From an optimization exercise on the open Yosys and OpenROAD flow, aimed at small area; shortcuts taken in it are not production practice.
In this exercise RTL edits were held to simulation tests only and were not proved equivalent to the original.
No activity file was given, so power comes from the tool's default toggle rates.

## flow/run.sh

```bash
#!/bin/bash
# synth_recipe.tcl (not shown) runs the flow's synth.tcl, then flattens the netlist and writes it again
# the make line also repeats each setting of config.mk as NAME=value (left out here)
make -C /OpenROAD-flow-scripts/flow DESIGN_CONFIG=/design/flow/config.mk WORK_HOME=/design/flow/orfs CLKGATE_MAP_FILE= SYNTH_SCRIPT=/design/flow/synth_recipe.tcl finish
```

## flow/config.mk

```make
export PLATFORM = sky130hd
export DESIGN_NAME = main
export DESIGN_NICKNAME = main
export VERILOG_FILES = /design/flow/design.v
export SDC_FILE = /design/flow/constraint.sdc
export NUM_CORES = 4
export LEC_CHECK = 0
export CAP_MARGIN = 20
export CORE_MARGIN = 2
export CORE_UTILIZATION = 40
export PLACE_DENSITY = 0.6
export SLEW_MARGIN = 20
```

## flow/constraint.sdc

```tcl
create_clock -name core_clock -period 20.0 [get_ports {clk}]
set_input_delay 4.0000 -clock core_clock [delete_from_list [all_inputs] [get_ports {clk}]]
set_output_delay 4.0000 -clock core_clock [all_outputs]
set_load 0.01 [all_outputs]
```

## flow/design.v

```verilog
module _8bitmultclk(clk,ca,auto,zap,hinib,x,lo,acu,cap);
	input clk;
	input [3:0]ca;
	input auto,zap,hinib;
	input [7:0]x,lo;
	output reg [7:0]acu;
	output reg [3:0]cap;
	reg bor;
	wire yraw=lo[ca[2:0]];
	wire ybit=yraw^bor;
	wire [7:0]xe=x&{8{ybit}};
	wire [8:0]cy;
	wire [8:0]acc;
	assign cy[0]=1'b0;
	genvar i;
	generate
		for(i=0;i<8;i=i+1)
		begin:rc
			assign acc[i]=acu[i]^xe[i]^cy[i];
			assign cy[i+1]=(acu[i]&xe[i])|(cy[i]&(acu[i]^xe[i]));
		end
	endgenerate
	assign acc[8]=cy[8];
	always@(posedge clk)
	begin
		bor<=~ca[3]&((bor&~yraw)|(auto&(ca[2:0]==3'd0)));
		acu<=(ca[3]|zap) ? 8'd0 : acc[8:1];
		if(zap)
			cap<=4'd0;
		else if(~ca[3]&(~ca[2]|hinib))
			cap<={acc[0],cap[3:1]};
	end
endmodule
module debounce(opt,ipt,clk,en,rst_n);
	input ipt;
	input clk,en,rst_n;
	output opt;
	reg [1:0]cnt;
	always@(posedge clk or negedge rst_n)
		if(~rst_n)
			cnt<=2'b00;
		else if(en)
			cnt<={ipt&(cnt[1]|cnt[0]),ipt&~cnt[1]};
	assign opt=cnt[1]&~cnt[0];
endmodule
module displayhex(clk,tick,krst,rst_n,times,nib,seg_leds,seg_nCS);
	input clk,tick,krst,rst_n;
	input [3:0]nib;
	output wire [2:0]times;
	output wire [7:0]seg_leds;
	output wire [5:0]seg_nCS;
	reg [2:0]s;
	reg g;
	reg [3:0]data;
	assign times=g ? {s[1],s[0],~s[2]} : 3'b000;
	always@(posedge clk or negedge rst_n)
		if(!rst_n)
			s<=3'b101;
		else if(krst&&tick)
			s<=times;
	always@(posedge clk)
	begin
		if(!krst)
		begin
			g<=0;
			data<=0;
		end
		else if(tick)
		begin
			g<=1;
			data<=nib;
		end
	end
	assign seg_nCS={s!=3'b000,s!=3'b001,s!=3'b011,s!=3'b111,s!=3'b110,s!=3'b100};
	wire [15:0]sg7=16'h2812,sg6=16'hd860,sg5=16'hd004,sg4=16'h8492,sg3=16'h02ba,sg2=16'h208e,sg1=16'h1083;
	assign seg_leds={sg7[data],sg6[data],sg5[data],sg4[data],sg3[data],sg2[data],sg1[data],1'b1};
endmodule
module frediv(clk,rst_n,ca,tk1k,tk100,tk10,tk2);
	input clk,rst_n;
	output reg [3:0]ca; 
	output wire tk1k,tk100,tk10,tk2;
	reg [3:0]cb; 
	reg [3:0]cc; 
	reg [2:0]cd; 
	wire a3=~ca[2]&ca[1]&ca[0];
	wire b9=cb[3]&cb[0];
	wire c9=cc[3]&cc[0];
	always@(posedge clk or negedge rst_n)
		if(!rst_n)
		begin
			ca<=4'd4;
			cb<=0;
			cc<=0;
			cd<=0;
		end
		else
		begin
			ca<=(ca[3]&ca[0]) ? 4'd0 : ca+1'b1;
			if(a3)
			begin
				cb<=b9 ? 4'd0 : cb+1'b1;
				if(b9)
				begin
					cc<=c9 ? 4'd0 : cc+1'b1;
					if(c9)
						cd<=cd[2] ? 3'd0 : cd+1'b1;
				end
			end
		end
	assign tk1k=ca[3]&~ca[0];
	assign tk100=a3&cb[2]&~cb[1]&~cb[0];
	assign tk10=a3&b9&cc[2]&~cc[1]&~cc[0];
	assign tk2=tk10&cd[1]&~cd[0];
endmodule
module ledshow(en,clk,tick,krst,rst_n,led);
	input en,clk,tick,krst,rst_n;
	output wire [7:0]led;
	reg [2:0]w;
	reg [2:0]l;
	always@(posedge clk)
		w<={3{krst}}&(w+(tick&en));
	always@(posedge clk or negedge rst_n)
		if(!rst_n)
			l<=3'd7;
		else if(krst&&tick)
			l<=en ? w : 3'd7;
	wire p0=(l==3'd0)|(l==3'd6);
	wire p1=(l==3'd1)|(l==3'd5);
	wire p2=(l==3'd2)|(l==3'd4);
	wire p3=(l==3'd3);
	assign led={p0,p1,p2,p3,p3,p2,p1,p0};
endmodule
module main(rst_n,clk,keys,leds,seg_nCS,seg_leds);
	input rst_n;
	input clk;
	input [7:0]keys;
	output wire [7:0]leds;
	output wire [5:0]seg_nCS;
	output wire [7:0]seg_leds;
	localparam [2:0]rststa=3'b000,dpysta=3'b001,atosta=3'b010,adpsta=3'b011,mulsta=3'b110,mdpsta=3'b111;
	wire [3:0]ca;
	wire tk1k,tk100,tk10,tk2;
	frediv tb0(clk,rst_n,ca,tk1k,tk100,tk10,tk2);
	wire krst,key1,key2,key3,key4,key5,key7;
	debounce k1(krst,keys[0],clk,tk100,rst_n);
	debounce k2(key1,keys[1],clk,tk100,rst_n);
	debounce k3(key2,keys[2],clk,tk100,rst_n);
	debounce k4(key3,keys[3],clk,tk100,rst_n);
	debounce k5(key4,keys[4],clk,tk100,rst_n);
	debounce k6(key5,keys[5],clk,tk100,rst_n);
	debounce k8(key7,keys[7],clk,tk100,rst_n);
	reg [2:0]crtsta,nxtsta;
	reg [1:0]nktsta; 
	reg folinic;
	reg flag1,flag2,flag3,flag4,flag5;
	reg [7:0]in1,in2,atoin1;
	always@(posedge clk)
		if(!krst)
			crtsta<=rststa;
		else if(tk1k)
		begin
			if(!key1||!key2||!key3||!key4)
				crtsta<=nxtsta;
			else if(!key5||folinic)
				crtsta<={1'b0,nktsta};
		end
	always@(posedge clk or negedge rst_n)
		if(!rst_n)
		begin
			flag1<=0;
			flag2<=0;
			flag3<=0;
			flag4<=0;
		end
		else if(krst&&tk1k)
		begin
			flag1<=!key1;
			flag2<=!key2;
			flag3<=!key3;
			flag4<=!key4;
		end
	wire mulnow=(crtsta==mulsta);
	wire inc1=tk1k&!key2&!flag2&mulnow;
	wire inc2=tk1k&!key3&!flag3&mulnow;
	always@(posedge clk)
	begin
		in1<={8{krst}}&(in1+inc1);
		in2<={8{krst}}&(in2+inc2);
	end
	always@(posedge clk)
	begin
		if(!krst)
			nxtsta<=rststa;
		else if(tk1k)
		begin
			if(!key4&&!flag4)
				nxtsta<=(crtsta==mdpsta) ? atosta : mdpsta;
			else if(!key3)
				nxtsta<=flag3 ? mulsta : mdpsta;
			else if(!key2)
				nxtsta<=flag2 ? mulsta : mdpsta;
			else if(!key1&&!flag1)
				nxtsta<=(crtsta==rststa) ? dpysta : rststa;
		end
	end
	always@(posedge clk or negedge rst_n)
		if(!rst_n)
			flag5<=0;
		else if(key7&&tk2)
			flag5<=!key5;
	wire atonow=(crtsta==atosta);
	wire [7:0]atoinc=atoin1+1'b1;
	wire inca=tk2&key5&atonow;
	always@(posedge clk)
		atoin1<=key7 ? atoin1+inca : 8'd1;
	always@(posedge clk)
	begin
		if(!key7)
		begin
			nktsta<=atosta[1:0];
			folinic<=0;
		end
		else if(tk2)
		begin
			if(key5)
			begin
				nktsta<=atonow ? adpsta[1:0] : atosta[1:0];
				if(atonow)
					folinic<=1;
			end
			else if(!flag5)
			begin
				if(crtsta==atosta||crtsta==adpsta)
				begin
					nktsta<=dpysta[1:0];
					folinic<=0;
				end
				else
					nktsta<=rststa[1:0];
			end
		end
	end
	wire [7:0]hi=crtsta[2] ? in1 : atoin1; 
	wire [7:0]lo=crtsta[2] ? in2 : atoinc; 
	wire [2:0]times;
	wire [7:0]acu;
	wire [3:0]cap;
	wire auto=!crtsta[2];
	_8bitmultclk mul0(clk,ca,auto,auto&!key7,times==3'b001,hi,lo,acu,cap);
	reg [3:0]nib;
	always@(*)
	begin
		nib=4'h0;
		if(!crtsta[1])
		begin
			if(crtsta[0]) 
				case(times)
					3'b000,3'b111: nib=4'h2;
					3'b110,3'b100: nib=4'h3;
					default: nib=4'h0;
				endcase
		end
		else if(crtsta[0]) 
			case(times)
				3'b000,3'b001: nib=cap;
				3'b011: nib=acu[3:0];
				3'b111: nib=acu[7:4];
				default: nib=4'h0;
			endcase
		else 
			case(times)
				3'b011: nib=lo[3:0];
				3'b111: nib=lo[7:4];
				3'b110: nib=hi[3:0];
				3'b100: nib=hi[7:4];
				default: nib=4'h0;
			endcase
	end
	displayhex magallan(clk,tk1k,krst,rst_n,times,nib,seg_leds,seg_nCS);
	ledshow slience(crtsta==dpysta,clk,tk10,krst,rst_n,leds);
endmodule
```

==> impl_metrics.toml, run 1 <==
[outcome]
status = "timing/DRC/antenna clean"

[yosys]
ys_ff_latch = 94
synth.area.top_cells = "dfxtp_1 (21%), dfrtp_1 (16%), nor2_1 (5.5%)"
synth_edf_count = 0
yosys.area.top_type = "dfxtp_1"
syn_nets = 645
synth_simple_gate_area_share_pct = 25.1
synth_flop_cell = "dfxtp_1"
synth_most_common_cell = "nor2_1"
synth_top_family_by_area = "simple AND/OR/NAND/NOR gates"
synth.distinct_cells = 59
synth_seq_area_share_pct = 40.0
synth-adder-area-share_pct = 7.95
syn_inst = 606
syn_area_per_cell_um2 = 8.62
async_reset_ff_share_pct = 42.6
synth_top_area_share_pct = 20.7
synth_common_cells = "nor2_1 (77), nand2_1 (69), dfxtp_1 (54)"
ys_warn_count = 6
syn_area_mm2 = 0.00522
synth_compound_area_share_pct = 12.6
muxShareOfSynthArea_pct = 4.74
synthXorXnorAreaFrac_pct = 4.36

[clock_tree]
cts_tree = "built"
clk_latency_ps = 360
max-clock-path-buffers = 2
h-tree-depth = 3
ctsResizeCount = 0
cts_hold_buf = 0
clockRootBuffer = "clkbuf_16"
clk_pin_slew_ps = 60
cts_buffers = 9
clock_sinks = 94
cts_setup_buffers = 0

[routing]
dr.first_iter.drc_count = 207
wl_per_cell_um = 14.5
ant_nets = 0
vias = 4182
first_pass_iters = 4
vias_per_cell = 5.29
drc = 0
routed_wl_um = 11500

[worst_setup_path]
cp-start-kind = "flip-flop"
reg2reg_setup_slack_ps = 14720
crit_arrival_ps = 2170
timing.rr.end = "mul0.acu[6]"
crit-reg2reg-launch = "crtsta[2]"
critPathKind = "flip-flop to primary output"
reg2regPathDepth = 19
worst_ep_required_time_ps = 16000
worstPathMaxFanout = 7
crit_path_end_kind = "primary output"

[worst_hold_path]
worstHoldEndpoint = "nxtsta[1]"
min_path_type = "flip-flop to flip-flop"
min_from = "nxtsta[1]"
holdPathStages = 2

[global_route]
grt_first_pass_wirelength_um = 19800
grt_pass1_vias = 4149
track_usage_pct = 17.6
grt_max_degree = 41
antenna_found_initial = 0
grt-ovfl-total = 0

[power_and_ir_drop]
p_total_mw = 0.372
power_density_mw_per_mm2 = 63.5
p_leak_nw = 2.32
vdd_drop_max_uv = 39.8

[timing]
max_freq_ghz = 0.162
fin_crit_ps = 6170
tns_ps = 0
slew_violations = 0
fin_skew_ps = 6.55
hold_violations = 0
worst_pin_slew_ps = 947
rsz0062_at_grt = "false"
period_share_pct = 30.9
setup_viol = 0
slew_headroom_pct = 36.0

[final_layout]
drive_gt1_share_pct = 7.28
num_antenna_cells = 0
syn_to_final_growth_pct = 12.2
fin_nets = 652

[floorplanning]
row_count = 41
core_mm2 = 0.0127
die_area_mm2 = 0.0140
initial_core_util_pct = 41.2
ioPinCount = 32
dieHeight_um = 118
fp.dieW_um = 118

[place]
dp_hpwl_um = 8290
place.gp.congestion = 0.828
portBuffers = 29

[job]
max_cap_violations = 0
## worst max-delay path, stage by stage (launching register included)
cell             delay (ps)
dfxtp_1                 450
inv_1                   120
ha_1                    240
nor2b_1                 170
a211oi_1                270
a21oi_1                  60
clkdlybuf4s50_1         500
## how the worst max path moves through the flow
| stage | start | to | cells after the start |
|---|---|---|---|
| CTS | magallan.data[1] | seg_leds[7] | 6 |
| finish | magallan.data[1] | seg_leds[7] | 6 |
| global placement | magallan.data[0] | seg_leds[4] | 6 |
| global route | magallan.data[0] | seg_leds[4] | 6 |
| detailed placement | magallan.data[1] | seg_leds[7] | 6 |
| floorplan | magallan.s[2] | seg_nCS[0] | 2 |
## sequential cells by signal, indices dropped and copies added (netlist names), 2 cells and up
register,flops
slience.l,3
in2,8
atoin1,8
tb0.cd,3
slience.w,3
magallan.data,4
tb0.cc,4
crtsta,3
nxtsta,3
k2.cnt,2
k6.cnt,2
k4.cnt,2
k8.cnt,2
tb0.ca,4
mul0.acu,8
tb0.cb,4
magallan.s,3
k3.cnt,2
k1.cnt,2
in1,8
k5.cnt,2
mul0.cap,4
nktsta,2
## per-stage QoR
step / utilization [%] / instances / worst slack, ps / hold WS [ps] / area, um^2
finish: 46.3 / 790 / 13830 / 457 / 5860
global route: 46.3 / 790 / 13680 / 492 / 5860
CTS: 46.3 / 790 / 13800 / 460 / 5860
detailed placement: 44.0 / 774 / 14190 / 451 / 5580
global placement: 44.0 / 774 / 14260 / 449 / 5580
floorplan: - / 606 / 14770 / 434 / 5220
## logic make-up (layout without fill, tap and decap cells)
group,count (synthesis),in the layout
xor gates and xnor gates,26,26
other,1,1
and+or+nand+nor,268,268
buffers and inverters,61,73
adders and majority gates,29,29
DFF,94,94
AOI/OAI and AO/OA,104,104
muxes,23,23
## layout by cell type (no fill, tap or decap), drive strengths merged, types with 16 or more instances in the layout
cell type	synthesis	final
nor2	77	77
nand2	69	69
dfxtp	54	54
dfrtp	34	34
a21oi	29	29
clkdlybuf4s50	0	28
o21ai	27	27
inv	24	24
ha	22	22
nand3	20	20
mux2i	18	18
xor2	16	16
## power breakdown
| group | switching [mW] | internal (mW) | leakage [nW] | total, mW |
|---|---|---|---|---|
| registers | 0.00232 | 0.191 | 0.925 | 0.193 |
| clock network | 0.0730 | 0.0945 | 0.140 | 0.168 |
| logic | 0.00716 | 0.00416 | 1.25 | 0.0113 |
## routing by layer
layer  GRT usage (%)  up-vias  part of all wire (%)
met2            28.6       92                    47
met3            4.20       33                   4.7
met5               0        -                     0
li1                -     2088                     -
met1            21.2     1969                    44
met4            9.86        0                   3.8
## layout make-up
cell class / instances / area (um^2)
repair buffers: 33 / 315
clock buffers: 15 / 278
well taps: 172 / 215
clock inverters: 1 / 5.00
flip-flops and latches: 94 / 2090
multi-input cells: 451 / 2870
inverters: 24 / 90.1
fillers: 1250 / 6810
==> inputs of run 2 (changes only) <==
--- a/flow/config.mk
+++ b/flow/config.mk
@@ -8,5 +8,6 @@
 export CAP_MARGIN = 20
 export CORE_MARGIN = 2
 export CORE_UTILIZATION = 40
+export CTS_BUF_LIST = sky130_fd_sc_hd__clkbuf_4 sky130_fd_sc_hd__clkbuf_8
 export PLACE_DENSITY = 0.6
 export SLEW_MARGIN = 20
==> run 2 against run 1 <==
  * Sequential cell count stayed put
  * Worst setup slack got worse by 28 ps
  * Die area stayed put
  * Critical endpoint unchanged
==> impl_metrics.toml, run 2 <==
[global_route]
track_usage_pct = 17.1
antenna_found_initial = 0
grt_pass1_vias = 4179
grt-ovfl-total = 0
grt_max_degree = 41
grt_first_pass_wirelength_um = 19500

[floorplanning]
initial_core_util_pct = 41.2
dieHeight_um = 118
die_area_mm2 = 0.0140
ioPinCount = 32
core_mm2 = 0.0127
row_count = 41
fp.dieW_um = 118

[yosys]
syn_inst = 606
syn_area_mm2 = 0.00522
synth_top_area_share_pct = 20.7
synth_common_cells = "nor2_1 (77), nand2_1 (69), dfxtp_1 (54)"
synth_most_common_cell = "nor2_1"
syn_area_per_cell_um2 = 8.62
syn_nets = 645
synth_flop_cell = "dfxtp_1"
ys_warn_count = 6
synth.distinct_cells = 59
yosys.area.top_type = "dfxtp_1"
synth_edf_count = 0
synth_seq_area_share_pct = 40.0
ys_ff_latch = 94
async_reset_ff_share_pct = 42.6
synth.area.top_cells = "dfxtp_1 (21%), dfrtp_1 (16%), nor2_1 (5.5%)"

[job]
max_cap_violations = 0

[worst_setup_path]
reg2regPathDepth = 21
crit_path_end_kind = "primary output"
critPathKind = "flip-flop to primary output"
worst_ep_required_time_ps = 16000
cp-start-kind = "flip-flop"
crit_arrival_ps = 2200
timing.rr.end = "mul0.acu[6]"
reg2reg_setup_slack_ps = 14730
crit-reg2reg-launch = "crtsta[2]"
worstPathMaxFanout = 7

[timing]
slew_violations = 0
period_share_pct = 31.0
setup_viol = 0
worst_pin_slew_ps = 950
fin_crit_ps = 6200
tns_ps = 0
hold_violations = 0
rsz0062_at_grt = "false"
fin_ws_ps = 13800
slew_headroom_pct = 35.8
fin_skew_ps = 13.1
max_freq_ghz = 0.161

[worst_hold_path]
holdPathStages = 2
worstHoldEndpoint = "nxtsta[1]"
min_from = "nxtsta[1]"
min_path_type = "flip-flop to flip-flop"

[place]
portBuffers = 29
place.gp.congestion = 0.828
place_area_mm2 = 0.00558
dp_slack_ps = 14190
dp_hpwl_um = 8290

[power_and_ir_drop]
seq_power_share_pct = 58.4
power.internal_mw = 0.255
p_comb_share_pct = 3.4
power_density_mw_per_mm2 = 57.3
clkPwrFrac_pct = 38.2
p_leak_nw = 2.28
vdd_drop_max_uv = 35.8
switchingPower_mw = 0.0762
p_total_mw = 0.331
swShare_pct = 23.0

[clock_tree]
cts_tree = "built"
clk_pin_slew_ps = 90
cts_hold_buf = 0
ctsResizeCount = 0
cts_setup_buffers = 0
cts_buffers = 9
max-clock-path-buffers = 2
clock_sinks = 94
clk_latency_ps = 380
clockRootBuffer = "clkbuf_8"
h-tree-depth = 3

[routing]
wl_per_cell_um = 14.4
dr.first_iter.drc_count = 201
vias_per_cell = 5.30
routed_wl_um = 11400
drc = 0
ant_nets = 0
vias = 4186
first_pass_iters = 5

[final_layout]
utilization_pct = 45.5
layout_common_cells = "nor2_1 (77), nand2_1 (69), dfxtp_1 (54), dfrtp_1 (34), a21oi_1 (29)"
design_area_mm2 = 0.00577
fillers = 1266
syn_to_final_growth_pct = 10.5
drive_gt1_share_pct = 7.77
fin_nets = 652
layout_commonest_cell = "nor2_1"
num_antenna_cells = 0

[outcome]
status = "timing/DRC/antenna clean"
run 2: area by class of cell:
| class | instances | area [um^2] | share of cell area, % |
|---|---|---|---|
| timing repair buffer | 33 | 315 | 5.46 |
| clock inverter | 1 | 5.00 | 0.0867 |
| clock buffer | 15 | 188 | 3.25 |
| multi-input combinational | 451 | 2870 | 49.7 |
| sequential | 94 | 2090 | 36.2 |
| tap | 172 | 215 | 3.73 |
| inverter | 24 | 90.1 | 1.56 |
run 2: how the worst max path moves through the flow:
stage,endpoint,from,slack (ps),cells after the start
floorplan,seg_nCS[0],magallan.s[2],14770,2
global placement,seg_leds[4],magallan.data[0],14260,6
detailed placement,seg_leds[7],magallan.data[1],14190,6
CTS,seg_leds[7],magallan.data[1],13770,6
global route,seg_leds[4],magallan.data[0],13640,6
finish,seg_leds[7],magallan.data[1],13800,6
run 2: cells by family after synthesis:
logic type	count (synthesis)	share of synthesized area, %
muxes	23	4.74
AOI/OAI and AO/OA	104	12.6
and+or+nand+nor	268	25.2
other	1	0.0718
DFF	94	40.0
buffers and inverters	61	5.10
adders and majority gates	29	7.95
xor gates and xnor gates	26	4.36
run 2: power groups by stage:
stage	clock [mW]	sequential (mW)	combinational, mW
detailed placement	0	0.197	0.0116
CTS	0.129	0.193	0.0116
global route	0.140	0.194	0.0130
floorplan	0	0.196	0.00654
finish	0.126	0.193	0.0114
global placement	0	0.197	0.0112
run 2: routing by layer:
layer	global-route usage [%]	part of all wire, %	routed length [um]	vias to the layer above
met4	10.1	4.0	452	0
met5	0	0	0	-
met1	20.7	45	5080	1973
met2	28.4	47	5400	87
met3	3.19	4.1	466	36
li1	-	-	-	2090
run 2: critical path, stage by stage, from the launching register on:
cell and delay (ps):
dfxtp_1 460, inv_1 120, ha_1 240, nor2b_1 170, a211oi_1 270, a21oi_1 60, clkdlybuf4s50_1 500
run 2: through the flow:
stage               std cells  hold WS, ps
floorplan                 606          434
global placement          774          449
detailed placement        774          451
CTS                       790          463
global route              790          496
finish                    790          462
==> inputs of run 3 (changes only) <==
--- a/flow/design.v
+++ b/flow/design.v
@@ -8,19 +8,7 @@
 	reg bor;
 	wire yraw=lo[ca[2:0]];
 	wire ybit=yraw^bor;
-	wire [7:0]xe=x&{8{ybit}};
-	wire [8:0]cy;
-	wire [8:0]acc;
-	assign cy[0]=1'b0;
-	genvar i;
-	generate
-		for(i=0;i<8;i=i+1)
-		begin:rc
-			assign acc[i]=acu[i]^xe[i]^cy[i];
-			assign cy[i+1]=(acu[i]&xe[i])|(cy[i]&(acu[i]^xe[i]));
-		end
-	endgenerate
-	assign acc[8]=cy[8];
+	wire [8:0]acc={1'b0,acu}+(ybit ? x : 8'd0);
 	always@(posedge clk)
 	begin
 		bor<=~ca[3]&((bor&~yraw)|(auto&(ca[2:0]==3'd0)));
==> flow/flow/run.sh (new file) <==
#!/bin/bash
# Own layout flow: the standard flow (standard.sh) with
#  - the standard synthesis, except that ABC maps the combinational logic
#    with flow/area.abc (own_synth.tcl); registers are mapped before ABC and
#    so are exactly the standard synthesis's;
#  - port buffers of the smallest buffer cell instead of the flow's default;
#  - power recovery (downsizing of cells off the critical paths) after
#    global routing.
set -euo pipefail
W=$(pwd)
bash "$W/standard.sh" \
  "SYNTH_SCRIPT=$W/flow/own_synth.tcl" \
  "BUFFER_PORTS_ARGS=-buffer_cell sky130_fd_sc_hd__buf_1" \
  "RECOVER_POWER=100" \
  finish > "$W/orfs_make.log" 2>&1
==> flow/flow/area.abc (new file) <==
strash
ifraig
scorr
dc2
strash
&get -n
&dch -f
&nf -R 1000
&put
==> flow/flow/own_synth.tcl (new file) <==
# Standard synthesis (synth_recipe.tcl) with one change: the ABC pass that maps
# the combinational logic uses area.abc instead of ORFS's script. Registers
# are mapped before ABC runs, so they are the standard synthesis's.
set ::own_abc_script [file join [file dirname [file normalize [info script]]] area.abc]
proc abc {args} {
  set i [lsearch -exact $args -script]
  if { $i >= 0 } {
    set args [lreplace $args [expr {$i + 1}] [expr {$i + 1}] $::own_abc_script]
  }
  yosys abc {*}$args
}
source [file join [file dirname [file dirname $::own_abc_script]] synth_recipe.tcl]
==> flow/standard.sh (new file) <==
#!/bin/bash
# synth_recipe.tcl (not shown) runs the flow's synth.tcl, then flattens the netlist and writes it again
# the make line also repeats each setting of config.mk as NAME=value (left out here)
make -C /OpenROAD-flow-scripts/flow DESIGN_CONFIG=/design/flow/config.mk WORK_HOME=/design/flow/orfs CLKGATE_MAP_FILE= SYNTH_SCRIPT=/design/flow/synth_recipe.tcl "${@:-finish}"
--- a/flow/config.mk
+++ b/flow/config.mk
@@ -8,6 +8,5 @@
 export CAP_MARGIN = 20
 export CORE_MARGIN = 2
 export CORE_UTILIZATION = 40
-export CTS_BUF_LIST = sky130_fd_sc_hd__clkbuf_4 sky130_fd_sc_hd__clkbuf_8
 export PLACE_DENSITY = 0.6
 export SLEW_MARGIN = 20
removed: flow/run.sh
==> run 3 against run 2 <==
  * The layout now fails its checks (max-capacitance violations, max-slew violations)
  * Final cell count fell by 6.6%
  * Global-route usage rose by 0.32 points
  * Critical path depth fell by 1
  * Register-to-register slack improved by 950 ps
  * Sequential share of layout area rose by 2.7 points
  * Area after synthesis fell by 6.7%
  * Critical endpoint is now seg_leds[4]
  * Largest power group unchanged
==> impl_metrics.toml, run 3 <==
[final_layout]
syn_to_final_growth_pct = 10.3
fin_nets = 626
layout_commonest_cell = "nor2_1"
seqCellArea_mm2 = 0.00209
utilization_pct = 44.9
multi_input_area_mm2 = 0.00268
fillers = 1163
layout_common_cells = "nor2_1 (75), a21oi_1 (60), dfxtp_1 (54), nand2_1 (51), o21ai_0 (36)"
num_antenna_cells = 0
drive_gt1_share_pct = 2.88

[timing]
fin_ws_ps = 14060
slew_headroom_pct = -43.6
whs_ps = 452
setup_viol = 0
max_freq_ghz = 0.168
fin_skew_ps = 6.75
slew_violations = 41
rsz0062_at_grt = "false"
period_share_pct = 29.7
hold_violations = 0
fin_crit_ps = 5940
worst_pin_slew_ps = 2150
tns_ps = 0

[clock_tree]
cts_buffers = 9
clk_latency_ps = 350
max-clock-path-buffers = 2
cts_hold_buf = 0
clk_pin_slew_ps = 60
h-tree-depth = 3
cts_setup_buffers = 0
ctsResizeCount = 0
clockRootBuffer = "clkbuf_16"
clock_sinks = 94
cts_tree = "built"

[worst_setup_path]
critPathKind = "flip-flop to primary output"
crit_end = "seg_leds[4]"
max_stage_delay_ps = 440
worst_ep_required_time_ps = 16000
crit_top_cell = "clkinv_1"
timing.rr.end = "mul0.acu[6]"
cp_slowest_cell = "mux4_2"
crit_family = "multiplexers"
reg2reg_setup_slack_ps = 15680
crit_chain = "clkinv_1 -> ha_1 -> clkinv_1 -> mux4_2 -> buf_1"
cp.depth = 5
crit_arrival_ps = 1940
worstPathMaxFanout = 6
cp-start-kind = "flip-flop"
crit_buf_inv = 3
crit_path_end_kind = "primary output"
worstSetupStartpoint = "magallan.data[0]"
reg2regPathDepth = 19
crit-reg2reg-launch = "atoin1[2]"

[routing]
vias = 4048
vias_per_cell = 5.49
first_pass_iters = 5
dr.first_iter.drc_count = 246
routed_wl_um = 10700
wl_per_cell_um = 14.4
drc = 0
ant_nets = 0

[outcome]
status = "failed layout checks"
violations = "max-capacitance violations, max-slew violations"

[yosys]
synth_most_common_cell = "nor2_1"
synth_flop_cell = "dfxtp_1"
synth.distinct_cells = 47
syn_nets = 593
synth_common_cells = "nor2_1 (75), a21oi_1 (60), dfxtp_1 (54)"
async_reset_ff_share_pct = 42.6
synth_seq_area_share_pct = 42.9
syn_area_mm2 = 0.00487
synth_edf_count = 0
synth_top_area_share_pct = 22.2
ys_warn_count = 6
yosys.area.top_type = "dfxtp_1"
ys_ff_latch = 94
syn_inst = 553
syn_area_per_cell_um2 = 8.81
synth.area.top_cells = "dfxtp_1 (22%), dfrtp_1 (17%), ha_1 (7.4%)"

[worst_hold_path]
min_path_type = "flip-flop to flip-flop"
min_from = "in1[7]"

[global_route]
track_usage_pct = 17.5
grt_first_pass_wirelength_um = 17900
grt_pass1_vias = 3734
grt_max_degree = 41
antenna_found_initial = 0
grt-ovfl-total = 0

[place]
dp_hpwl_um = 7890
place.gp.congestion = 0.870
portBuffers = 29
dp_slack_ps = 14430

[power_and_ir_drop]
power_density_mw_per_mm2 = 68.0
p_total_mw = 0.366
vdd_drop_max_uv = 35.8
p_leak_nw = 2.19

[floorplanning]
die_area_mm2 = 0.0131
core_mm2 = 0.0120
initial_core_util_pct = 40.7
dieHeight_um = 114
ioPinCount = 32
row_count = 40
fp.dieW_um = 114

[job]
max_cap_violations = 1
## run 3: changes by cell type after synthesis, moves of 9 or more
cell      change
a21oi_1      +31
and2_0       +13
and2_1       -10
clkbuf_1     -23
clkinv_1     +11
inv_1        -24
nand2_1      -18
nor3_1       +11
o21ai_0       +9
xor2_1       -11
## run 3: cells by family after synthesis
logic type                 after synthesis  synth area share [%]
other                                    1                0.0769
and+or+nand+nor                        240                  24.0
xor gates and xnor gates                 9                  1.62
muxes                                   19                  4.47
buffers and inverters                   20                  2.23
AOI/OAI and AO/OA                      140                  16.8
DFF                                     94                  42.9
adders and majority gates               30                  7.86
## run 3: area by class of cell
| class | count | share of cell area [%] |
|---|---|---|
| Multi-Input combinational cell | 439 | 49.8 |
| Sequential cell | 94 | 38.9 |
| Clock buffer | 15 | 4.79 |
| Tap cell | 147 | 3.42 |
| Timing Repair Buffer | 31 | 2.30 |
| Inverter | 11 | 0.768 |
| Clock inverter | 1 | 0.0931 |
## run 3: worst min path at each step
stage | to | slack (ps) | cells past startpoint
floorplan | slience.w[2] | 430 | 1
global placement | in2[7] | 440 | 2
detailed placement | in1[7] | 440 | 2
CTS | in1[7] | 460 | 2
global route | slience.l[1] | 490 | 1
finish | in1[7] | 450 | 2
## run 3: worst min-delay path, delay by kind of cell (launching register included)
kind            cells  cell delay, ps
buf+inv             1              50
flops               1             310
compound gates      1              50
## run 3: per-layer routing
metal  vias to the layer above  part of all wire, %  GRT usage [%]
met5                         -                    0              0
met4                         0                  2.7           9.02
met3                        20                  3.3           2.81
met2                        78                   46           27.0
met1                      1900                   48           23.6
li1                       2050                    -              -
## run 3: power by group
group / leakage, nW / internal [mW] / switching, mW
combinational: 1.14 / 0.00403 / 0.00894
clock: 0.128 / 0.0878 / 0.0701
sequential: 0.923 / 0.192 / 0.00313
## run 3: through the flow
stage,instance area (um^2),cells
2_1_floorplan,4870,553
3_3_place_gp,5110,722
3_5_place_dp,5110,722
4_1_cts,5380,738
5_1_grt,5380,738
6_report,5380,738
==> inputs of run 4 (changes only) <==
==> flow/flow/run.sh (replaced) <==
#!/bin/bash
# Own layout flow: the standard flow (standard.sh) with
#  - the standard synthesis, except that ABC maps the combinational logic
#    with flow/area.abc (own_synth.tcl); registers are mapped before ABC and
#    so are exactly the standard synthesis's; full-adder extraction is
#    skipped so that ABC sees all of the logic;
#  - port buffers of the smallest buffer cell instead of the flow's default.
set -euo pipefail
W=$(pwd)
bash "$W/standard.sh" \
  "SYNTH_SCRIPT=$W/flow/own_synth.tcl" \
  "BUFFER_PORTS_ARGS=-buffer_cell sky130_fd_sc_hd__buf_1" \
  finish > "$W/orfs_make.log" 2>&1
--- a/flow/flow/own_synth.tcl
+++ b/flow/flow/own_synth.tcl
@@ -9,4 +9,5 @@
   }
   yosys abc {*}$args
 }
+proc extract_fa {args} { puts "own flow: extract_fa skipped" }
 source [file join [file dirname [file dirname $::own_abc_script]] synth_recipe.tcl]
==> run 4 against run 3 <==
  * Now clean on timing, DRC and antenna
  * Area after synthesis shrank 6.2%
  * Sequential cell count unchanged
  * Maximum frequency is 3.2% higher
  * Clock-buffer cell count decreased by 5
  * Non-clock buffer count stayed put
  * Worst setup slack gained 180 ps
  * Worst hold slack hardly changed
  * Sequential share of layout area increased by 2.1 points
  * Clock skew increased by 1.6 ps
  * Total power is 4.0% higher
  * Critical path type unchanged
  * Largest power group unchanged
  * Highest routed layer unchanged
==> impl_metrics.toml, run 4 <==
[clock_tree]
clk_latency_ps = 340
cts_tree = "built"
cts_setup_buffers = 0
clock_sinks = 94
cts_buffers = 9
clk_pin_slew_ps = 70
max-clock-path-buffers = 2
h-tree-depth = 3
clockRootBuffer = "clkbuf_16"
cts_hold_buf = 0
ctsResizeCount = 0

[global_route]
antenna_found_initial = 0
grt_use_met3_pct = 2.46
grt_pass1_vias = 3776
met1_usage_pct = 23.8
track_usage_pct = 17.6
busiest_layer = "met2"
grt_first_pass_wirelength_um = 18000
grt-ovfl-total = 0
grt_max_degree = 41
use_met2_pct = 28.6

[worst_hold_path]
min_from = "in1[7]"
min_path_type = "flip-flop to flip-flop"
holdPathStages = 1

[place]
dp_hpwl_um = 7510
portBuffers = 29
place.gp.congestion = 0.866

[timing]
tns_ps = 0
max_freq_ghz = 0.174
fin_skew_ps = 8.32
fin_crit_ps = 5750
slew_headroom_pct = 36.6
setup_viol = 0
rsz0062_at_grt = "false"
worst_pin_slew_ps = 944
hold_violations = 0
slew_violations = 0
period_share_pct = 28.8

[worst_setup_path]
crit_chain = "clkinv_1 -> nor2_1 -> nor2_1 -> a211o_1 -> nand3_1 -> buf_1"
worstPathMaxFanout = 6
crit_path_end_kind = "primary output"
worstSetupStartpoint = "magallan.data[2]"
critPathKind = "flip-flop to primary output"
max_stage_delay_ps = 410
crit-reg2reg-launch = "atoin1[0]"
cp_slowest_cell = "dfxtp_1"
crit_top_cell = "nor2_1"
cp-start-kind = "flip-flop"
crit_arrival_ps = 1750
worst_ep_required_time_ps = 16000
reg2regPathDepth = 19

[final_layout]
utilization_pct = 45.3
layout_common_cells = "nand2_1 (76), a21oi_1 (72), nor2_1 (71), dfxtp_1 (54), o21ai_0 (35)"
num_antenna_cells = 0
fillers = 1125
fin_nets = 591
layout_commonest_cell = "nand2_1"
drive_gt1_share_pct = 4.27
syn_to_final_growth_pct = 11.7

[floorplanning]
die_area_mm2 = 0.0123
row_count = 39
core_mm2 = 0.0113
dieHeight_um = 111
ioPinCount = 32
initial_core_util_pct = 40.5
fp.dieW_um = 111

[yosys]
synth_edf_count = 0
syn_inst = 548
synth.distinct_cells = 48
syn_nets = 558
ys_warn_count = 6
synth_seq_area_share_pct = 45.7
synth.area.top_cells = "dfxtp_1 (24%), dfrtp_1 (19%), a21oi_1 (7.9%)"
synth_flop_cell = "dfxtp_1"
ys_ff_latch = 94
syn_area_mm2 = 0.00457
synth_most_common_cell = "nand2_1"
yosys.area.top_type = "dfxtp_1"
syn_area_per_cell_um2 = 8.34
async_reset_ff_share_pct = 42.6
synth_top_area_share_pct = 23.7
synth_common_cells = "nand2_1 (76), a21oi_1 (72), nor2_1 (71)"

[power_and_ir_drop]
power_density_mw_per_mm2 = 74.4
p_leak_nw = 1.96
vdd_drop_max_uv = 34.8

[outcome]
status = "timing/DRC/antenna clean"

[routing]
wl_per_cell_um = 14.3
vias = 3930
vias_per_cell = 5.39
routed_wl_um = 10400
first_pass_iters = 7
dr.first_iter.drc_count = 258
ant_nets = 0
drc = 0

[job]
max_cap_violations = 0
-- run 4: changes by cell type after synthesis, sizes merged, moves of 8 or more --
cell,previous run,this run
a21oi,60,72
and2,13,4
ha,29,0
mux2i,15,7
nand2,51,76
-- run 4: cell families (layout without fill, tap and decap cells) --
| family | Yosys count | count (layout) | synth area share [%] |
|---|---|---|---|
| AND/OR/NAND/NOR | 250 | 250 | 25.5 |
| AO/OA/AOI/OAI | 157 | 157 | 20.2 |
| flip-flops | 94 | 94 | 45.7 |
| buffers and inverters | 17 | 55 | 2.14 |
| XOR/XNOR | 15 | 15 | 2.88 |
| multiplexers | 14 | 14 | 3.50 |
| other | 1 | 1 | 0.0821 |
-- run 4: report_power, final --
group,switching (mW),internal (mW)
sequential,0.00281,0.192
combinational,0.00909,0.00415
clock,0.0748,0.0976
total,0.0867,0.293
-- run 4: area by class of cell --
class	count	area (um^2)	area share (%)
Tap cell	143	179	3.50
Clock inverter	6	70.1	1.37
Timing Repair Buffer	31	125	2.45
Sequential cell	94	2090	40.9
Clock buffer	10	229	4.49
Inverter	8	30.0	0.588
Multi-Input combinational cell	437	2380	46.7
-- run 4: metrics by stage --
step | std cells | area [um^2] | total power [mW] | worst slack [ps] | hold WS (ps)
3_3_place_gp | 713 | 4810 | 0.211 | 14670 | 439
2_1_floorplan | 548 | 4570 | 0.206 | 14830 | 423
6_report | 729 | 5100 | 0.380 | 14250 | 452
4_1_cts | 729 | 5100 | 0.384 | 14240 | 459
5_1_grt | 729 | 5100 | 0.395 | 14100 | 488
3_5_place_dp | 713 | 4810 | 0.212 | 14600 | 447
-- run 4: worst paths after layout --
kind | endpoint | slack [ps]
setup / recovery | seg_leds[4] | 14250
hold / removal | in1[7] | 450
setup reg to reg | mul0.acu[7] | 14980
hold reg to reg | in1[7] | 450
max in group asynchronous | tb0.ca[0] | 15680
min in group asynchronous | k2.cnt[1] | 3770
-- run 4: layer usage --
layer  share of wire, %  routed length, um  up-vias
met5                  0                  0        -
met3                3.8                400       15
met4                1.8                187        0
li1                   -                  -     2026
met1                 47               4860     1800
met2                 48               4950       89
-- run 4: worst max-delay path, delay by kind of cell (launching register included) --
| family | cells | cell delay, ps |
|---|---|---|
| compound gates | 1 | 290 |
| flops | 1 | 410 |
| simple gates | 3 | 410 |
| buf+inv | 2 | 310 |
==> inputs of run 5 (changes only) <==
--- a/flow/flow/run.sh
+++ b/flow/flow/run.sh
@@ -10,4 +10,5 @@
 bash "$W/standard.sh" \
   "SYNTH_SCRIPT=$W/flow/own_synth.tcl" \
   "BUFFER_PORTS_ARGS=-buffer_cell sky130_fd_sc_hd__buf_1" \
+  "CTS_ARGS=-sink_clustering_enable -repair_clock_nets -dont_use_dummy_load -buf_list {sky130_fd_sc_hd__clkbuf_4 sky130_fd_sc_hd__clkbuf_8}" \
   finish > "$W/orfs_make.log" 2>&1
--- a/flow/config.mk
+++ b/flow/config.mk
@@ -8,5 +8,6 @@
 export CAP_MARGIN = 20
 export CORE_MARGIN = 2
 export CORE_UTILIZATION = 40
+export GPL_TIMING_DRIVEN = 0
 export PLACE_DENSITY = 0.6
 export SLEW_MARGIN = 20
==> run 5 against run 4 <==
  * Clock power decreased by 42%
  * Critical path type unchanged
  * Combinational power increased by 5%
  * Utilization decreased by 0.81 points
  * Largest cell class unchanged
  * Sequential power about the same
  * Maximum frequency shrank 0.43%
  * Non-clock buffer count up 8
  * Routed wire length shrank 0.71%
  * Sequential share of layout area grew 0.77 points
  * Still clean on timing, DRC and antenna
  * Largest power group unchanged
  * Worst hold slack worse by 4.2 ps
==> impl_metrics.toml, run 5 <==
[outcome]
status = "timing/DRC/antenna clean"

[worst_setup_path]
cp-start-kind = "flip-flop"
crit_chain = "clkinv_1 -> nor2_1 -> nor2_1 -> a211o_1 -> nand3_1 -> buf_1"
critPathKind = "flip-flop to primary output"
worst_ep_required_time_ps = 16000
crit_arrival_ps = 1780
cp_slowest_cell = "dfxtp_1"
crit_top_cell = "nor2_1"
crit_path_end_kind = "primary output"
max_stage_delay_ps = 420
worstPathMaxFanout = 6

[clock_tree]
clk_latency_ps = 380
cts_tree = "built"
cts_setup_buffers = 0
ctsResizeCount = 0
clk_pin_slew_ps = 110
clockRootBuffer = "clkbuf_8"
cts_buffers = 9
clock_sinks = 94
max-clock-path-buffers = 2
h-tree-depth = 3
cts_hold_buf = 0

[floorplanning]
initial_core_util_pct = 40.5
core_mm2 = 0.0113
row_count = 39
dieHeight_um = 111
ioPinCount = 32
die_area_mm2 = 0.0123
fp.dieW_um = 111

[global_route]
grt_first_pass_wirelength_um = 17700
grt_max_degree = 36
track_usage_pct = 17.5
grt-ovfl-total = 0
antenna_found_initial = 0
grt_pass1_vias = 3635

[yosys]
syn_area_mm2 = 0.00457
synth_most_common_cell = "nand2_1"
syn_area_per_cell_um2 = 8.34
syn_inst = 548
synth.distinct_cells = 48
synth.area.top_cells = "dfxtp_1 (24%), dfrtp_1 (19%), a21oi_1 (7.9%)"
synth_flop_cell = "dfxtp_1"
async_reset_ff_share_pct = 42.6
synth_seq_area_share_pct = 45.7
synth_edf_count = 0
synth_top_area_share_pct = 23.7
syn_nets = 558
ys_ff_latch = 94
ys_warn_count = 6
yosys.area.top_type = "dfxtp_1"
synth_common_cells = "nand2_1 (76), a21oi_1 (72), nor2_1 (71)"

[final_layout]
utilization_pct = 44.5
layout_commonest_cell = "nand2_1"
final-instance-count-excl-fill = 730
design_area_mm2 = 0.00501
drive_gt1_share_pct = 4.94
fin_nets = 599
num_antenna_cells = 0
layout_common_cells = "nand2_1 (76), a21oi_1 (72), nor2_1 (71), dfxtp_1 (53), o21ai_0 (35)"
multi_input_area_mm2 = 0.00238
seqCellArea_mm2 = 0.00209
fillers = 1135
syn_to_final_growth_pct = 9.72

[power_and_ir_drop]
power_density_mw_per_mm2 = 61.5
vdd_drop_max_uv = 52.1
p_total_mw = 0.308
p_leak_nw = 1.94

[place]
place.gp.congestion = 0.862
place_area_mm2 = 0.00489
dp_hpwl_um = 7620
portBuffers = 29
place.detailed.instances = 721

[timing]
worst_pin_slew_ps = 916
slew_violations = 0
slew_headroom_pct = 38.5
fin_crit_ps = 5780
hold_violations = 0
rsz0062_at_grt = "false"
max_freq_ghz = 0.173
setup_viol = 0
tns_ps = 0
period_share_pct = 28.9
fin_skew_ps = 34.3

[routing]
vias = 3958
ant_nets = 0
routed_wl_um = 10300
wl_per_cell_um = 14.1
drc = 0
first_pass_iters = 4
dr.first_iter.drc_count = 197
vias_per_cell = 5.42

[job]
max_cap_violations = 0

[worst_hold_path]
min_path_type = "flip-flop to flip-flop"
==> run 5: cell counts after synthesis <==
No cell type changed its count.
==> run 5: routing by layer <==
layer	track usage (%)	share of wire (%)	wire, um
met5	0	0	0
met4	5.00	1.2	124
met3	3.50	2.9	295
met2	29.2	48	4980
met1	23.2	48	4920
==> run 5: metrics by stage <==
| step | setup slack [ps] | hold WS, ps |
|---|---|---|
| final | 14220 | 448 |
| after floorplan | 14830 | 423 |
| after detailed placement | 14590 | 444 |
| after global placement | 14010 | 442 |
| after CTS | 14200 | 445 |
| after global routing | 14080 | 463 |
==> run 5: final timing paths <==
path	startpoint	end	slack [ps]	cells after the start
min in group asynchronous	rst_n	k2.cnt[0]	3560	1
max reg2reg	atoin1[0]	mul0.acu[7]	14880	19
min	slience.w[2]	slience.l[2]	450	1
max	magallan.data[2]	seg_leds[4]	14220	6
min reg2reg	slience.w[2]	slience.l[2]	450	1
max in group asynchronous	rst_n	slience.l[2]	15910	2
==> run 5: critical path: cells and delay by family, from the launching register on <==
family / cells / cell delay (ps)
AOI/OAI and AO/OA: 1 / 290
and+or+nand+nor: 3 / 400
buffers and inverters: 2 / 310
DFF: 1 / 420
==> run 5: layout make-up <==
type,count,share of cell area (%)
Clock buffer,9,2.47
Tap cell,143,3.57
Timing Repair Buffer,30,2.75
Multi-Input combinational cell,437,47.6
Inverter,8,0.599
Buffer,9,1.35
Sequential cell,94,41.7
==> run 5: cell families (layout without fill, tap and decap cells) <==
group / after synthesis / count (layout) / synth area share [%]
other: 1 / 1 / 0.0821
flip-flops: 94 / 94 / 45.7
AND/OR/NAND/NOR: 250 / 250 / 25.5
multiplexers: 14 / 14 / 3.50
XOR/XNOR: 15 / 15 / 2.88
buffers and inverters: 17 / 56 / 2.14
AO/OA/AOI/OAI: 157 / 157 / 20.2
==> run 5: where the power goes <==
part / switching, mW / leakage, nW / internal, mW / total [mW]
clock: 0.0596 / 0.0647 / 0.0404 / 0.100
sequential: 0.00283 / 0.923 / 0.192 / 0.194
combinational: 0.00910 / 0.955 / 0.00470 / 0.0138
==> inputs of run 6 (changes only) <==
--- a/flow/config.mk
+++ b/flow/config.mk
@@ -8,6 +8,5 @@
 export CAP_MARGIN = 20
 export CORE_MARGIN = 2
 export CORE_UTILIZATION = 40
-export GPL_TIMING_DRIVEN = 0
 export PLACE_DENSITY = 0.6
 export SLEW_MARGIN = 20
==> run 6 against run 5 <==
  * Via count shrank 1.5%
  * Maximum frequency increased by 0.31%
  * Critical path depth did not move
  * Routed wire length rose by 0.70%
  * Total power down 0.23%
  * First-iteration DRC count increased by 6.1%
==> impl_metrics.toml, run 6 <==
[worst_setup_path]
worst_ep_required_time_ps = 16000
worstSetupStartpoint = "magallan.data[2]"
crit-reg2reg-launch = "atoin1[0]"
timing.rr.end = "mul0.acu[7]"
crit_top_cell = "nor2_1"
reg2reg_setup_slack_ps = 14940
cp-start-kind = "flip-flop"
crit_end = "seg_leds[4]"
max_stage_delay_ps = 420
reg2regPathDepth = 19
crit_chain = "clkinv_1 -> nor2_1 -> nor2_1 -> a211o_1 -> nand3_1 -> buf_1"
worstPathMaxFanout = 6
crit_path_end_kind = "primary output"
critPathKind = "flip-flop to primary output"
cp_slowest_cell = "dfxtp_1"
crit_arrival_ps = 1760

[routing]
wl_per_cell_um = 14.4
ant_nets = 0
vias_per_cell = 5.40
dr.first_iter.drc_count = 209
vias = 3897
drc = 0
routed_wl_um = 10400
first_pass_iters = 4

[yosys]
ys_ff_latch = 94
synth_top_area_share_pct = 23.7
syn_nets = 558
syn_area_per_cell_um2 = 8.34
yosys.area.top_type = "dfxtp_1"
syn_area_mm2 = 0.00457
synth_edf_count = 0
synth.area.top_cells = "dfxtp_1 (24%), dfrtp_1 (19%), a21oi_1 (7.9%)"
synth_seq_area_share_pct = 45.7
synth_most_common_cell = "nand2_1"
ys_warn_count = 6
synth_common_cells = "nand2_1 (76), a21oi_1 (72), nor2_1 (71)"
async_reset_ff_share_pct = 42.6
syn_inst = 548
synth.distinct_cells = 48
synth_flop_cell = "dfxtp_1"

[clock_tree]
clk_pin_slew_ps = 80
cts_buffers = 9
clock_sinks = 94
clockRootBuffer = "clkbuf_8"
cts_hold_buf = 0
ctsResizeCount = 0
cts_tree = "built"
h-tree-depth = 3
cts_setup_buffers = 0
max-clock-path-buffers = 2
clk_latency_ps = 360

[global_route]
grt_pass1_vias = 3767
antenna_found_initial = 0
grt-ovfl-total = 0
grt_first_pass_wirelength_um = 17900
track_usage_pct = 17.6
grt_max_degree = 41

[timing]
period_share_pct = 28.8
max_freq_ghz = 0.174
hold_violations = 0
slew_headroom_pct = 37.2
worst_pin_slew_ps = 935
rsz0062_at_grt = "false"
fin_skew_ps = 24.2
setup_viol = 0
fin_crit_ps = 5760
tns_ps = 0
slew_violations = 0

[power_and_ir_drop]
power_density_mw_per_mm2 = 62.4
vdd_drop_max_uv = 33.4
p_leak_nw = 1.89

[floorplanning]
dieHeight_um = 111
ioPinCount = 32
initial_core_util_pct = 40.5
die_area_mm2 = 0.0123
row_count = 39
core_mm2 = 0.0113
fp.dieW_um = 111

[worst_hold_path]
min_from = "in1[7]"
min_path_type = "flip-flop to flip-flop"

[final_layout]
drive_gt1_share_pct = 3.28
layout_commonest_cell = "nand2_1"
syn_to_final_growth_pct = 7.89
num_antenna_cells = 0
seqCellArea_mm2 = 0.00209
multi_input_area_mm2 = 0.00238
design_area_mm2 = 0.00493
fin_nets = 591
layout_common_cells = "nand2_1 (76), a21oi_1 (72), nor2_1 (71), dfxtp_1 (54), o21ai_0 (35)"
fillers = 1147

[place]
dp_hpwl_um = 7510
portBuffers = 29
place_area_mm2 = 0.00481
place.gp.congestion = 0.866

[outcome]
status = "timing/DRC/antenna clean"

[job]
max_cap_violations = 0
==> run 6: per-stage QoR <==
stage               hold WS, ps  std cells  worst slack, ps  utilization, %  total power [mW]
floorplan                   423        548            14830               -             0.206
global placement            439        713            14670            42.6             0.211
detailed placement          447        713            14600            42.6             0.212
CTS                         460        722            14230            43.7             0.310
global route                485        722            14090            43.7             0.320
finish                      458        722            14240            43.7             0.308
==> run 6: cell type report <==
type                            count  share of cell area (%)
Tap cell                          143                    3.63
Multi-Input combinational cell    437                    48.3
Timing Repair Buffer               31                    2.54
Inverter                            8                   0.609
Clock buffer                        9                    2.51
Sequential cell                    94                    42.4
==> run 6: cell families after synthesis <==
| kind of cell | synth area share, % |
|---|---|
| muxes | 3.50 |
| AOI/OAI and AO/OA | 20.2 |
| buffers and inverters | 2.14 |
| xor gates and xnor gates | 2.88 |
| DFF | 45.7 |
| and+or+nand+nor | 25.5 |
| other | 0.0821 |
==> run 6: worst min path at each step <==
stage / to / cells past startpoint
6_report: in1[7] / 1
5_1_grt: slience.l[2] / 1
4_1_cts: in1[7] / 1
3_5_place_dp: slience.w[2] / 1
3_3_place_gp: in2[7] / 1
2_1_floorplan: in1[7] / 1
==> run 6: worst max-delay path: cells and delay by family, from the launching register on <==
family	cells	cell delay [ps]
compound gates	1	290
buf+inv	2	310
simple gates	3	410
flops	1	420
==> run 6: per-layer routing <==
layer	share of wire (%)	track usage (%)
met1	47	23.4
met2	47	28.8
met3	3.7	2.35
met4	2.1	7.25
met5	0	0
==> run 6: report_power, final <==
group / leakage [nW] / internal, mW / switching [mW]
combinational: 0.906 / 0.00415 / 0.00910
clock: 0.0647 / 0.0405 / 0.0595
sequential: 0.922 / 0.192 / 0.00278
==> inputs of run 7 (changes only) <==
--- a/flow/flow/run.sh
+++ b/flow/flow/run.sh
@@ -10,5 +10,5 @@
 bash "$W/standard.sh" \
   "SYNTH_SCRIPT=$W/flow/own_synth.tcl" \
   "BUFFER_PORTS_ARGS=-buffer_cell sky130_fd_sc_hd__buf_1" \
-  "CTS_ARGS=-sink_clustering_enable -repair_clock_nets -dont_use_dummy_load -buf_list {sky130_fd_sc_hd__clkbuf_4 sky130_fd_sc_hd__clkbuf_8}" \
+  "CTS_ARGS=-sink_clustering_enable -repair_clock_nets -dont_use_dummy_load -buf_list {sky130_fd_sc_hd__clkbuf_2 sky130_fd_sc_hd__clkbuf_4 sky130_fd_sc_hd__clkbuf_8} -sink_clustering_size 16" \
   finish > "$W/orfs_make.log" 2>&1
--- a/flow/config.mk
+++ b/flow/config.mk
@@ -8,5 +8,6 @@
 export CAP_MARGIN = 20
 export CORE_MARGIN = 2
 export CORE_UTILIZATION = 40
+export GPL_TIMING_DRIVEN = 0
 export PLACE_DENSITY = 0.6
 export SLEW_MARGIN = 20
==> run 7 against run 6 <==
  * Combinational power is 4% higher
  * Design area up 1.7%
  * Non-clock buffer count up 8
  * Routed wire length shrank 0.69%
  * Maximum frequency fell by 0.31%
  * Clock skew rose by 10 ps
  * Clock power is essentially flat
  * Die area unchanged
  * Utilization rose by 0.74 points
  * Critical path type unchanged
==> impl_metrics.toml, run 7 <==
[timing]
slew_violations = 0
fin_crit_ps = 5780
worst_pin_slew_ps = 916
hold_violations = 0
tns_ps = 0
period_share_pct = 28.9
fin_skew_ps = 34.3
rsz0062_at_grt = "false"
max_freq_ghz = 0.173
setup_viol = 0
slew_headroom_pct = 38.5

[worst_setup_path]
worst_ep_required_time_ps = 16000
crit_path_end_kind = "primary output"
crit_top_cell = "nor2_1"
crit_arrival_ps = 1780
cp_slowest_cell = "dfxtp_1"
critPathKind = "flip-flop to primary output"
cp-start-kind = "flip-flop"
crit_chain = "clkinv_1 -> nor2_1 -> nor2_1 -> a211o_1 -> nand3_1 -> buf_1"
max_stage_delay_ps = 420
crit_buf_inv = 2
crit_family = "flip-flops"
worstPathMaxFanout = 6

[power_and_ir_drop]
vdd_drop_max_uv = 52.1
clkPwrFrac_pct = 32.5
p_comb_share_pct = 4.5
seq_power_share_pct = 63.1
switchingPower_mw = 0.0716
power.internal_mw = 0.237
power_density_mw_per_mm2 = 61.5
p_leak_nw = 1.94
swShare_pct = 23.2

[place]
dp_hpwl_um = 7620
place.gp.congestion = 0.862
portBuffers = 29
place_area_mm2 = 0.00489

[yosys]
syn_nets = 558
synth_top_family_by_area = "simple AND/OR/NAND/NOR gates"
ys_warn_count = 6
ys_ff_latch = 94
synthXorXnorAreaFrac_pct = 2.88
syn_area_per_cell_um2 = 8.34
synth_seq_area_share_pct = 45.7
async_reset_ff_share_pct = 42.6
synth.distinct_cells = 48
synth_flop_cell = "dfxtp_1"
synth_most_common_cell = "nand2_1"
synth_edf_count = 0
synth.area.top_cells = "dfxtp_1 (24%), dfrtp_1 (19%), a21oi_1 (7.9%)"
synth-adder-area-share_pct = 0
synth_top_area_share_pct = 23.7
syn_inst = 548
synth_compound_area_share_pct = 20.2
synth_simple_gate_area_share_pct = 25.5
synth_common_cells = "nand2_1 (76), a21oi_1 (72), nor2_1 (71)"
syn_area_mm2 = 0.00457
yosys.area.top_type = "dfxtp_1"
muxShareOfSynthArea_pct = 3.50

[floorplanning]
fp.dieW_um = 111
die_area_mm2 = 0.0123
ioPinCount = 32
dieHeight_um = 111
initial_core_util_pct = 40.5
row_count = 39
core_mm2 = 0.0113

[final_layout]
fin_nets = 599
drive_gt1_share_pct = 4.94
layout_common_cells = "nand2_1 (76), a21oi_1 (72), nor2_1 (71), dfxtp_1 (53), o21ai_0 (35)"
num_antenna_cells = 0
design_area_mm2 = 0.00501
syn_to_final_growth_pct = 9.72
layout_commonest_cell = "nand2_1"

[clock_tree]
clock_sinks = 94
cts_hold_buf = 0
cts_tree = "built"
cts_setup_buffers = 0
max-clock-path-buffers = 2
h-tree-depth = 3
clk_pin_slew_ps = 110
clk_latency_ps = 380
clockRootBuffer = "clkbuf_8"
ctsResizeCount = 0
cts_buffers = 9

[job]
max_cap_violations = 0

[routing]
ant_nets = 0
first_pass_iters = 4
drc = 0
wl_per_cell_um = 14.1
vias_per_cell = 5.42
vias = 3958
routed_wl_um = 10300
dr.first_iter.drc_count = 197

[global_route]
grt_first_pass_wirelength_um = 17700
antenna_found_initial = 0
grt-ovfl-total = 0
grt_pass1_vias = 3635
grt_max_degree = 36
track_usage_pct = 17.5

[worst_hold_path]
min_path_type = "flip-flop to flip-flop"

[outcome]
status = "timing/DRC/antenna clean"
[run 7: cell types whose count changed in the layout (fill, tap and decap cells not counted)]
cell,delta
dfxtp_2,+1
nor2b_2,+1
dfxtp_1,-1
buf_16,+1
buf_4,+7
nor2b_1,-1
[run 7: layout make-up]
cell class	instances	area, um^2
fillers	1135	6260
multi-input cells	437	2380
flip-flops and latches	94	2090
well taps	143	179
repair buffers	30	138
clock buffers	9	124
plain buffers	9	67.6
inverters	8	30.0
[run 7: cells by family after synthesis]
family,after synthesis
compound gates,157
xor+xnor,15
buf+inv,17
flops,94
mux,14
other cells,1
simple gates,250
[run 7: metrics by stage]
| step | std cells | power [mW] | hold slack (ps) | worst slack, ps | utilization, % |
|---|---|---|---|---|---|
| 3_3_place_gp | 720 | 0.211 | 442 | 14010 | 43.1 |
| 6_report | 730 | 0.308 | 448 | 14220 | 44.5 |
| 2_1_floorplan | 548 | 0.206 | 423 | 14830 | - |
| 3_5_place_dp | 721 | 0.212 | 444 | 14590 | 43.4 |
| 5_1_grt | 730 | 0.321 | 463 | 14080 | 44.5 |
| 4_1_cts | 730 | 0.311 | 445 | 14200 | 44.5 |
[run 7: path summary, 6_finish.rpt]
path                       slack, ps             start  cells past startpoint            to
min reg2reg                      450      slience.w[2]                      1  slience.l[2]
max in group asynchronous      15910             rst_n                      2  slience.l[2]
max reg2reg                    14880         atoin1[0]                     19   mul0.acu[7]
min                              450      slience.w[2]                      1  slience.l[2]
max                            14220  magallan.data[2]                      6   seg_leds[4]
min in group asynchronous       3560             rst_n                      1     k2.cnt[0]
[run 7: power by group through the flow]
stage / sequential (mW) / combinational [mW] / clock (mW)
6_report: 0.194 / 0.0138 / 0.100
5_1_grt: 0.195 / 0.0158 / 0.111
4_1_cts: 0.194 / 0.0141 / 0.103
3_5_place_dp: 0.198 / 0.0140 / 0
3_3_place_gp: 0.198 / 0.0131 / 0
2_1_floorplan: 0.198 / 0.00802 / 0
[run 7: routing by layer]
metal / GRT usage, % / vias to the layer above / share of wire (%)
li1: - / 2036 / -
met3: 3.50 / 12 / 2.9
met5: 0 / - / 0
met1: 23.2 / 1851 / 48
met2: 29.2 / 59 / 48
met4: 5.00 / 0 / 1.2
[run 7: worst register-to-register path, stage by stage, from the launching register on]
cell      delay (ps)
dfxtp_1          500
and3_1           340
and3_1           290
nand3_1          160
xnor2_1          150
o21ai_0          340
mux4_2           320
a22oi_1          110
xnor2_1          740
nor2b_1          330
xor2_1           250
nand2_1          110
a21oi_1          200
a21o_1           120
nand2_1           90
a21o_1           220
a21o_1           210
a21o_1           200
a21o_1           190
a21boi_0         150
==> inputs of run 8 (changes only) <==
==> flow/flow/run.sh (replaced) <==
#!/bin/bash
# Own layout flow: the standard flow (standard.sh) with
#  - the standard synthesis, except that ABC maps the combinational logic
#    with flow/area.abc (own_synth.tcl); registers are mapped before ABC and
#    so are exactly the standard synthesis's; full-adder extraction is
#    skipped so that ABC sees all of the logic;
#  - port buffers of the smallest buffer cell instead of the flow's default;
#  - a clock tree of clkbuf_4/clkbuf_8 without dummy loads.
set -euo pipefail
W=$(pwd)
bash "$W/standard.sh" \
  "SYNTH_SCRIPT=$W/flow/own_synth.tcl" \
  "BUFFER_PORTS_ARGS=-buffer_cell sky130_fd_sc_hd__buf_1" \
  "CTS_ARGS=-sink_clustering_enable -repair_clock_nets -dont_use_dummy_load -buf_list {sky130_fd_sc_hd__clkbuf_4} -root_buf sky130_fd_sc_hd__clkbuf_8 -sink_clustering_size 8" \
  finish > "$W/orfs_make.log" 2>&1
==> flow/flow/area.abc (replaced) <==
strash
ifraig
scorr
dc2
strash
&get -n
&dch -f
&nf -R 1000 -C 32 -F 4 -A 4
&put
--- a/flow/config.mk
+++ b/flow/config.mk
@@ -8,6 +8,5 @@
 export CAP_MARGIN = 20
 export CORE_MARGIN = 2
 export CORE_UTILIZATION = 40
-export GPL_TIMING_DRIVEN = 0
 export PLACE_DENSITY = 0.6
 export SLEW_MARGIN = 20
==> run 8 against run 7 <==
  * Combinational power down 4%
  * Synthesized cell count down 1.8%
  * Critical path type unchanged
  * First-iteration DRC count up 9.6%
  * Maximum frequency up 0.31%
  * Still clean on timing, DRC and antenna
  * Via count down 0.96%
  * Routed wire length down 0.75%
==> impl_metrics.toml, run 8 <==
[routing]
routed_wl_um = 10200
vias_per_cell = 5.53
drc = 0
vias = 3920
first_pass_iters = 5
ant_nets = 0
dr.first_iter.drc_count = 216
wl_per_cell_um = 14.5

[yosys]
synth.area.top_cells = "dfxtp_1 (24%), dfrtp_1 (19%), a21oi_1 (8.4%)"
async_reset_ff_share_pct = 42.6
ys_warn_count = 6
syn_area_mm2 = 0.00453
synth_top_area_share_pct = 23.9
synth.distinct_cells = 47
syn_nets = 548
synth_flop_cell = "dfxtp_1"
yosys.area.top_type = "dfxtp_1"
syn_area_per_cell_um2 = 8.42
synth_edf_count = 0
synth_most_common_cell = "a21oi_1"
syn_inst = 538
synth_common_cells = "a21oi_1 (76), nor2_1 (73), nand2_1 (66)"
synth_seq_area_share_pct = 46.1
ys_ff_latch = 94

[worst_setup_path]
cp_slowest_cell = "dfxtp_1"
crit_arrival_ps = 1760
crit_path_end_kind = "primary output"
cp-start-kind = "flip-flop"
crit_top_cell = "nor2_1"
critPathKind = "flip-flop to primary output"
worst_ep_required_time_ps = 16000
crit_chain = "clkinv_1 -> nor2_1 -> nor2_1 -> a211o_1 -> nand3_1 -> buf_1"
worstPathMaxFanout = 6
max_stage_delay_ps = 420

[timing]
max_freq_ghz = 0.174
worst_pin_slew_ps = 904
setup_viol = 0
whs_ps = 457
fin_skew_ps = 18.2
slew_headroom_pct = 39.7
hold_violations = 0
slew_violations = 0
tns_ps = 0
rsz0062_at_grt = "false"
fin_crit_ps = 5760
period_share_pct = 28.8

[global_route]
grt_pass1_vias = 3589
grt_first_pass_wirelength_um = 17300
track_usage_pct = 17.1
antenna_found_initial = 0
grt-ovfl-total = 0
grt_max_degree = 41

[floorplanning]
dieHeight_um = 110
ioPinCount = 32
row_count = 38
fp.dieW_um = 110
die_area_mm2 = 0.0122
core_mm2 = 0.0109
initial_core_util_pct = 41.4

[place]
portBuffers = 29
place.gp.congestion = 0.876
dp_hpwl_um = 7480

[worst_hold_path]
min_path_type = "flip-flop to flip-flop"

[clock_tree]
clk_latency_ps = 360
cts_hold_buf = 0
clk_pin_slew_ps = 80
cts_setup_buffers = 0
clock_sinks = 94
clockRootBuffer = "clkbuf_8"
max-clock-path-buffers = 2
ctsResizeCount = 0
cts_tree = "built"
cts_buffers = 9
h-tree-depth = 3

[final_layout]
fillers = 1108
num_antenna_cells = 0
fin_nets = 581
syn_to_final_growth_pct = 7.93
layout_common_cells = "a21oi_1 (76), nor2_1 (73), nand2_1 (66), dfxtp_1 (54), o21ai_0 (38)"
drive_gt1_share_pct = 3.51
layout_commonest_cell = "a21oi_1"
utilization_pct = 44.7

[power_and_ir_drop]
power_density_mw_per_mm2 = 62.9
p_leak_nw = 1.91
p_total_mw = 0.307
vdd_drop_max_uv = 37.8

[outcome]
status = "timing/DRC/antenna clean"

[job]
max_cap_violations = 0
run 8: cell types whose count changed in the layout (fill, tap and decap cells not counted), moves of 3 or more:
cell      previous run  this run
a21oi_1             72        76
a222oi_1             0         5
a22oi_1              5         0
a31oi_1              9         6
buf_4                9         2
nand2_1             76        66
o21ai_0             35        38
run 8: layout make-up:
cell class	instances	area, um^2	area share (%)
clock buffer	9	124	2.53
inverter	9	33.8	0.691
multi-input combinational	426	2340	47.9
sequential	94	2090	42.7
tap	140	175	3.58
timing repair buffer	31	125	2.56
run 8: power by group:
part,internal (mW),total [mW],switching [mW]
registers,0.192,0.195,0.00298
clock network,0.0405,0.0995,0.0591
logic,0.00418,0.0132,0.00906
run 8: cells by family after synthesis:
family,count (synthesis),synth area share (%)
buf+inv,18,2.24
compound gates,160,20.8
simple gates,234,24.0
flops,94,46.1
xor+xnor,17,3.29
mux,14,3.48
other cells,1,0.0828
run 8: final timing paths:
check	from	to	slack, ps	depth (start not counted)
max reg2reg	atoin1[0]	mul0.acu[7]	15350	19
max in group asynchronous	rst_n	tb0.cd[0]	15670	1
max	magallan.data[2]	seg_leds[4]	14240	6
min reg2reg	in2[7]	in2[7]	460	1
min	in2[7]	in2[7]	460	1
min in group asynchronous	rst_n	k6.cnt[1]	3760	1
run 8: per-layer routing:
layer,GRT usage (%),share of wire [%]
met3,2.91,4.1
met4,6.42,1.6
met2,27.2,46
met1,23.5,48
met5,0,0
run 8: through the flow:
stage               std cells  setup slack (ps)  cell area [um^2]
floorplan                 538             14830              4530
global placement          700             14660              4760
detailed placement        700             14620              4760
CTS                       709             14240              4890
global route              709             14110              4890
finish                    709             14240              4890
run 8: worst max-delay path: cells and delay by family, from the launching register on:
| family | cells | cell delay, ps |
|---|---|---|
| DFF | 1 | 420 |
| and+or+nand+nor | 3 | 400 |
| buffers and inverters | 2 | 310 |
| AOI/OAI and AO/OA | 1 | 290 |

==> what the ideal ports hide <==
Ports are ideal in the flow. The routed layouts listed here were re-timed in OpenROAD. Step 1: set_driving_cell puts a clkbuf_16 on clk and a buf_2 on each other input, an assumption about the parent block. Step 2 adds t to the input delays and takes it off the output delays; t is the mean of the earliest and latest rising clock arrival at the registers after step 1. Input paths then give back, and output paths get back, about the clock's delay inside the block. a / b / c = ideal ports / drivers / drivers and shift; a / b = the first two.
run | t, ns | setup slack, ns | hold WS [ns] | worst setup path at the end | worst register clock-pin slew, ns
run 1 | 0.391 | 13.830 / 13.792 / 14.183 | 0.457 / 0.457 / 0.457 | register to output | 0.07 / 0.07
run 2 | 0.405 | 13.802 / 13.772 / 14.178 | 0.462 / 0.462 / 0.462 | register to output | 0.09 / 0.09
run 3 | 0.387 | 14.063 / 14.026 / 14.103 | 0.452 / 0.452 / 0.452 | input, reset recovery | 0.06 / 0.06
run 4 | 0.374 | 14.246 / 14.210 / 14.584 | 0.452 / 0.452 / 0.452 | register to output | 0.07 / 0.07
run 5 | 0.397 | 14.222 / 14.189 / 14.587 | 0.448 / 0.448 / 0.448 | register to output | 0.11 / 0.11
run 6 | 0.385 | 14.239 / 14.205 / 14.590 | 0.458 / 0.458 / 0.458 | register to output | 0.09 / 0.09
run 7 | 0.397 | 14.222 / 14.189 / 14.587 | 0.448 / 0.448 / 0.448 | register to output | 0.11 / 0.11
run 8 | 0.385 | 14.240 / 14.208 / 14.593 | 0.457 / 0.457 / 0.457 | register to output | 0.09 / 0.09
Setup slack includes reset recovery checks.
